Background: an optimization exercise with open tools, aiming at small area, a short achievable clock period and few clock cycles. Do not read the settings as production practice. RTL that was checked went through simulation tests only; none was proved equivalent to the original. Power and IR drop assume default switching activity.

// LCD_CTRL
module LCD_CTRL(
    input clk, cmd_valid, reset,
    input [3:0] cmd,
    input [7:0] IROM_Q,
    output IRAM_valid, IROM_rd, busy, done,
    output [5:0] IROM_A,
    output [5:0] IRAM_A,
    output [7:0] IRAM_D
);
Size: about 2,900 cells after synthesis, ~39 I/O pins, roughly 31,000 um^2 of cells after synthesis.
export LEC_CHECK = 0
export ABC_AREA = 1
export CAP_MARGIN = 20
export CORE_MARGIN = 2
export CORE_UTILIZATION = 55
export CTS_CLUSTER_DIAMETER = 100
export CTS_CLUSTER_SIZE = 24
export SLEW_MARGIN = 20
export SYNTH_HIERARCHICAL = 1
create_clock -name core_clock -period 10.0 [get_ports {clk}]
standard.sh (not shown) runs the stock make flow with config.mk's settings and CLKGATE_MAP_FILE= SYNTH_SCRIPT=/design/flow/synth_recipe.tcl, a recipe that flattens the netlist after the stock synthesis.
==> flow/flow/run.sh <==
#!/bin/bash
# The standard layout with three changes: plain buffers on the ports; in the otherwise standard
# (hierarchical) synthesis, the pixel banks (module lcd_bank) are mapped by an area-oriented ABC
# script (flow/bank.script) and the rest by the standard one; timing repair aiming for a setup
# slack of 7 ns at the 10 ns clock; clock tree options in CTS_ARGS.
set -euo pipefail
here=$(pwd)
cat > own_synth.tcl <<EOF2
proc abc {args} {
  set i [lsearch -exact \$args -script]
  set a2 \$args
  lset a2 [expr {\$i + 1}] $here/flow/bank.script
  yosys abc {*}\$a2 lcd_bank
  yosys abc {*}\$args LCD_CTRL
}
EOF2
cat synth_recipe.tcl >> own_synth.tcl
export CTS_ARGS="-sink_clustering_enable -repair_clock_nets -sink_clustering_size 24 -sink_clustering_max_diameter 100 -sink_clustering_levels 1"
export BUFFER_PORTS_ARGS="-buffer_cell sky130_fd_sc_hd__buf_4"
bash standard.sh SYNTH_SCRIPT=$here/own_synth.tcl SETUP_SLACK_MARGIN=7 finish > standard.log 2>&1
==> flow/flow/bank.script <==
strash
dch
amap
topo
stime -c
The starting point completed without violations.
Testbench counts at the start, summed over its fixed seeds: cycles 11,201.
Change:
--- a/flow/flow/run.sh
+++ b/flow/flow/run.sh
@@ -3,5 +3,5 @@
 # (hierarchical) synthesis, the pixel banks (module lcd_bank) are mapped by an area-oriented ABC
 # script (flow/bank.script) and the rest by the standard one; timing repair aiming for a setup
-# slack of 7 ns at the 10 ns clock; clock tree options in CTS_ARGS.
+# slack of 7 ns at the 10 ns clock.
 set -euo pipefail
 here=$(pwd)
@@ -16,5 +16,4 @@
 EOF2
 cat synth_recipe.tcl >> own_synth.tcl
-export CTS_ARGS="-sink_clustering_enable -repair_clock_nets -sink_clustering_size 24 -sink_clustering_max_diameter 100 -sink_clustering_levels 1"
 export BUFFER_PORTS_ARGS="-buffer_cell sky130_fd_sc_hd__buf_4"
 bash standard.sh SYNTH_SCRIPT=$here/own_synth.tcl SETUP_SLACK_MARGIN=7 finish > standard.log 2>&1
- GPL_ROUTABILITY_DRIVEN: not set -> 0
=>
- The changed run ran to the end with no violations
- die area does not change
- sequential share of layout area fell by 0.25 points
- routed wire length fell by 3.1%
- non-clock buffer count rose by 6
Change:
- GPL_ROUTABILITY_DRIVEN: 0 -> not set
Outcome: Count of clock-buffer cells in the layout increases by 3. Worst hold slack stays flat. Core utilization shrinks by 0.33 points. Sequential share of layout area rose by 0.25 points. Combinational power is about the same. Fmax stays flat. Global-route usage climbs by 0.98 points. Cell count barely changes. Sequential cell count stays the same. Design area drops slightly.
Change:
--- a/flow/flow/run.sh
+++ b/flow/flow/run.sh
@@ -3,5 +3,5 @@
 # (hierarchical) synthesis, the pixel banks (module lcd_bank) are mapped by an area-oriented ABC
 # script (flow/bank.script) and the rest by the standard one; timing repair aiming for a setup
-# slack of 7 ns at the 10 ns clock.
+# slack of 7 ns at the 10 ns clock; clock tree options in CTS_ARGS.
 set -euo pipefail
 here=$(pwd)
@@ -16,4 +16,5 @@
 EOF2
 cat synth_recipe.tcl >> own_synth.tcl
+export CTS_ARGS="-sink_clustering_enable -repair_clock_nets -sink_clustering_size 24 -sink_clustering_max_diameter 100 -dont_use_dummy_load"
 export BUFFER_PORTS_ARGS="-buffer_cell sky130_fd_sc_hd__buf_4"
 bash standard.sh SYNTH_SCRIPT=$here/own_synth.tcl SETUP_SLACK_MARGIN=7 finish > standard.log 2>&1
The changed run finished clean.
Fmax barely changes.
Synthesized area does not change.
Design area is about the same.
Power stays flat.
Sequential share of layout area barely changes.
Routed wire length climbs by 0.47%.

Another version of the RTL of LCD_CTRL (not shown whole).
For scale: ~680 flip-flops, ~39 I/O pins, about 32,000 µm² of cells after synthesis.
Settings: LEC_CHECK=0, ABC_AREA=1, CAP_MARGIN=20, CORE_MARGIN=2, CORE_UTILIZATION=55, SLEW_MARGIN=20; clock period 10.0 ns.
==> flow/flow/run.sh <==
#!/bin/bash
# The standard layout, with plain buffers on the ports and timing repair aiming for a setup
# slack of 7 ns at the 10 ns clock.
set -euo pipefail
export BUFFER_PORTS_ARGS="-buffer_cell sky130_fd_sc_hd__buf_4"
bash standard.sh SETUP_SLACK_MARGIN=7 finish > standard.log 2>&1
Then changed:
CTS_CLUSTER_DIAMETER = 100   (was unset)
CTS_CLUSTER_SIZE = 24   (was unset)
Outcome: The new run finished with timing, DRC and antenna clean; wire length fell by 0.38%; power drops by about 17%; flip-flop and latch count does not change; design area goes down by 2.9%; worst setup slack gets better by 0.0079 ns; synthesized cell count is unchanged; count of clock-buffer cells in the layout drops by 45; die area stays the same.
Function was not checked in any run of this note: the RTL went through the layout flow alone.

Another version of the RTL of LCD_CTRL (not shown whole).
Size: about 2500 cells after synthesis, ~670 flip-flops, about 39 I/O pins, ~32000 um2 of cells after synthesis.
clock: 10.0 ns
lec_check: 0
cap_margin: 20
core_margin: 2
core_utilization: 30
slew_margin: 20
==> flow/flow/run.sh <==
#!/bin/bash
# The standard layout, with timing repair aiming for a setup slack of 6.5 ns at the 10 ns clock.
set -euo pipefail
bash standard.sh SETUP_SLACK_MARGIN=6.5 finish > standard.log 2>&1
Then changed:
==> flow/flow/run.sh (replaced) <==
#!/bin/bash
# The standard layout, with timing repair aiming for a setup slack of 7 ns at the 10 ns clock.
set -euo pipefail
bash standard.sh SETUP_SLACK_MARGIN=7 finish > standard.log 2>&1
Settings changed: ABC_AREA set to 1.
=> The changed run passed the timing, design-rule and antenna checks. Power shrinks by about 60%. Worst hold slack gains 0.0060 ns. Utilization grows by 0.90 points.
Then changed:
Settings changed: ABC_AREA 1 to unset.
- The changed run finished with timing, DRC and antenna clean
- synthesized cell count falls by about a fifth
- wire length rises by about a fifth
- hold slack barely changes
- sequential power rises by well over a third
- area after synthesis rises slightly
- setup slack got worse by 0.081 ns
- power rises to 2.8 times its value
- global-route usage rises by 2.4 points
No run of this note included a check of the RTL's function; only the layout flow was run.

run A:
LCD_CTRL, a different RTL version from the one above (not shown whole).
Size in the first run: roughly 2900 cells after synthesis, about 680 flip-flops, about 39 I/O pins, roughly 31000 sq um of cells after synthesis.
==> flow/config.mk <==
export PLATFORM = sky130hd
export DESIGN_NAME = LCD_CTRL
export DESIGN_NICKNAME = LCD_CTRL
export VERILOG_FILES = /design/flow/design.v
export SDC_FILE = /design/flow/constraint.sdc
export NUM_CORES = 8
export LEC_CHECK = 0
export ABC_AREA = 1
export CAP_MARGIN = 20
export CORE_MARGIN = 2
export CORE_UTILIZATION = 55
export CTS_CLUSTER_DIAMETER = 100
export CTS_CLUSTER_SIZE = 24
export SLEW_MARGIN = 20
export SYNTH_HIERARCHICAL = 1
==> flow/constraint.sdc <==
create_clock -name core_clock -period 10.0 [get_ports {clk}]
set_input_delay 2.0000 -clock core_clock [delete_from_list [all_inputs] [get_ports {clk}]]
set_output_delay 2.0000 -clock core_clock [all_outputs]
set_load 0.01 [all_outputs]
==> flow/flow/run.sh <==
#!/bin/bash
# The standard layout with three changes: plain buffers on the ports; in the otherwise standard
# (hierarchical) synthesis, the pixel banks (module lcd_bank) are mapped by an area-oriented ABC
# script (flow/bank.script) and the rest by the standard one; timing repair aiming for a setup
# slack of 6.9 ns at the 10 ns clock.
set -euo pipefail
here=$(pwd)
cat > own_synth.tcl <<EOF2
proc abc {args} {
  set i [lsearch -exact \$args -script]
  set a2 \$args
  lset a2 [expr {\$i + 1}] $here/flow/bank.script
  yosys abc {*}\$a2 lcd_bank
  yosys abc {*}\$args LCD_CTRL
}
EOF2
cat synth_recipe.tcl >> own_synth.tcl
export BUFFER_PORTS_ARGS="-buffer_cell sky130_fd_sc_hd__buf_4"
bash standard.sh SYNTH_SCRIPT=$here/own_synth.tcl SETUP_SLACK_MARGIN=6.9 finish > standard.log 2>&1
Scripts as last shown in full above: flow/flow/bank.script
Run A: flow completed, timing, DRC and antenna clean
Testbench counts of run A, summed over its fixed seeds: cycles 11,002.
Setup changes, run A to run B
- a change of CORE_UTILIZATION from 55 to 58
--- a/flow/flow/run.sh
+++ b/flow/flow/run.sh
@@ -4,3 +4,3 @@
 # script (flow/bank.script) and the rest by the standard one; timing repair aiming for a setup
-# slack of 6.9 ns at the 10 ns clock.
+# slack of 7 ns at the 10 ns clock.
 set -euo pipefail
@@ -18,2 +18,2 @@
 export BUFFER_PORTS_ARGS="-buffer_cell sky130_fd_sc_hd__buf_4"
-bash standard.sh SYNTH_SCRIPT=$here/own_synth.tcl SETUP_SLACK_MARGIN=6.9 finish > standard.log 2>&1
+bash standard.sh SYNTH_SCRIPT=$here/own_synth.tcl SETUP_SLACK_MARGIN=7 finish > standard.log 2>&1
Results
Between run A and run B, the cell count went down.
Compared with run A, run B shows sum of met2 wire segment lengths after detailed routing higher by 420 microns.
Sort run B and run A by final critical delay including setup and external delays asc -> top: run A
Between run B and run A, it is run B whose average via count per standard cell is higher, by about 2.8%.
Run B against run A; power is up by a few percent.
Per the comparison of run B with run A, switching part of the total power higher; final area higher.
Inputs modified between run B and run C:
- changing CORE_UTILIZATION from 58 to 55
[summary]
Compared with run B, run C instantiates a larger number of cells.
In run C, the fraction of the core area covered by cells at the end of the flow came out 3.0 points below the value in run B.
Clock-pin slew of the registers on the worst-case setup and hold paths of run C is on par with run B.
The combined flip-flop and latch cell area of run C and that of run B are within noise of each other.
The number of global-route vias before repair in run C was lower than what run B gave.
Run C against run B: die height went up by about 2.6%, proportion of final cell area spent on non-clock buffers was more or less identical, final critical-path required period went down by 15 ps.
Total power in run C vs run B: down 0.000086 W
Sequential share of layout area down 0.19 points in run C wrt run B
Run C vs run B: cell area after layout up
Modified inputs, run D compared to run C
- CTS_CLUSTER_DIAMETER: 100 -> 110
- CTS_CLUSTER_SIZE: 24 -> 27
Results
Final-layout clock buffer total: run D < run C. Against run C, run D comes in 40 ps lower on setup slack. Comparing run D and run C, global-route usage is higher on run C. | via-per-instance ratio | lower: run C |. The global-route wire length before repair of run C and that of run D are within noise of each other.

==> what the ideal ports hide <==
The results above use ideal ports. As a check the final layouts listed here were re-extracted and re-timed, cells and wires unchanged. Step 1: set_driving_cell puts a clkbuf_16 on clk and a buf_2 on each other input, an assumption about the parent block. Step 2 adds t to the input delays and takes it off the output delays; t is the mean of the earliest and latest rising clock arrival at the registers after step 1. Input paths then give back, and output paths get back, about the clock's delay inside the block. Three values: ideal ports, drivers, drivers and shift; two values: the first two.
| run | shift t [ns] | setup slack, ns | slew at the worst register clock pin (ns) | cell pins on the clock port's net |
|---|---|---|---|---|
| the first run of note 1 | 0.638 | 6.833 / 6.768 / 6.458 | 0.11 / 0.11 | 1 |
| the second run of note 1 | 0.637 | 6.830 / 6.766 / 6.479 | 0.10 / 0.10 | 1 |
| the third run of note 1 | 0.638 | 6.833 / 6.768 / 6.458 | 0.11 / 0.11 | 1 |
| the fourth run of note 1 | 0.631 | 6.838 / 6.773 / 6.362 | 0.11 / 0.11 | 1 |
| the first run of note 2 | 0.689 | 6.698 / 6.722 / 6.033 | 0.06 / 0.06 | 1 |
| the second run of note 2 | 0.647 | 6.706 / 6.730 / 6.083 | 0.11 / 0.11 | 1 |
| the first run of note 3 | 0.689 | 6.500 / 6.435 / 5.893 | 0.07 / 0.07 | 1 |
| the second run of note 3 | 0.675 | 6.687 / 6.628 / 6.192 | 0.07 / 0.07 | 1 |
| the third run of note 3 | 0.699 | 6.606 / 6.539 / 6.101 | 0.07 / 0.07 | 1 |
| run A | 0.641 | 6.842 / 6.784 / 6.363 | 0.11 / 0.11 | 1 |
| run B | 0.645 | 6.831 / 6.769 / 6.472 | 0.11 / 0.11 | 1 |
| run C | 0.645 | 6.846 / 6.784 / 6.490 | 0.10 / 0.10 | 1 |
| run D | 0.675 | 6.805 / 6.747 / 6.348 | 0.12 / 0.12 | 1 |
After both steps setup and hold are still met in every run listed. The setup slack of the first run of note 2, which loses most, moves by +0.024 ns with the drivers and by -0.665 ns with both steps.
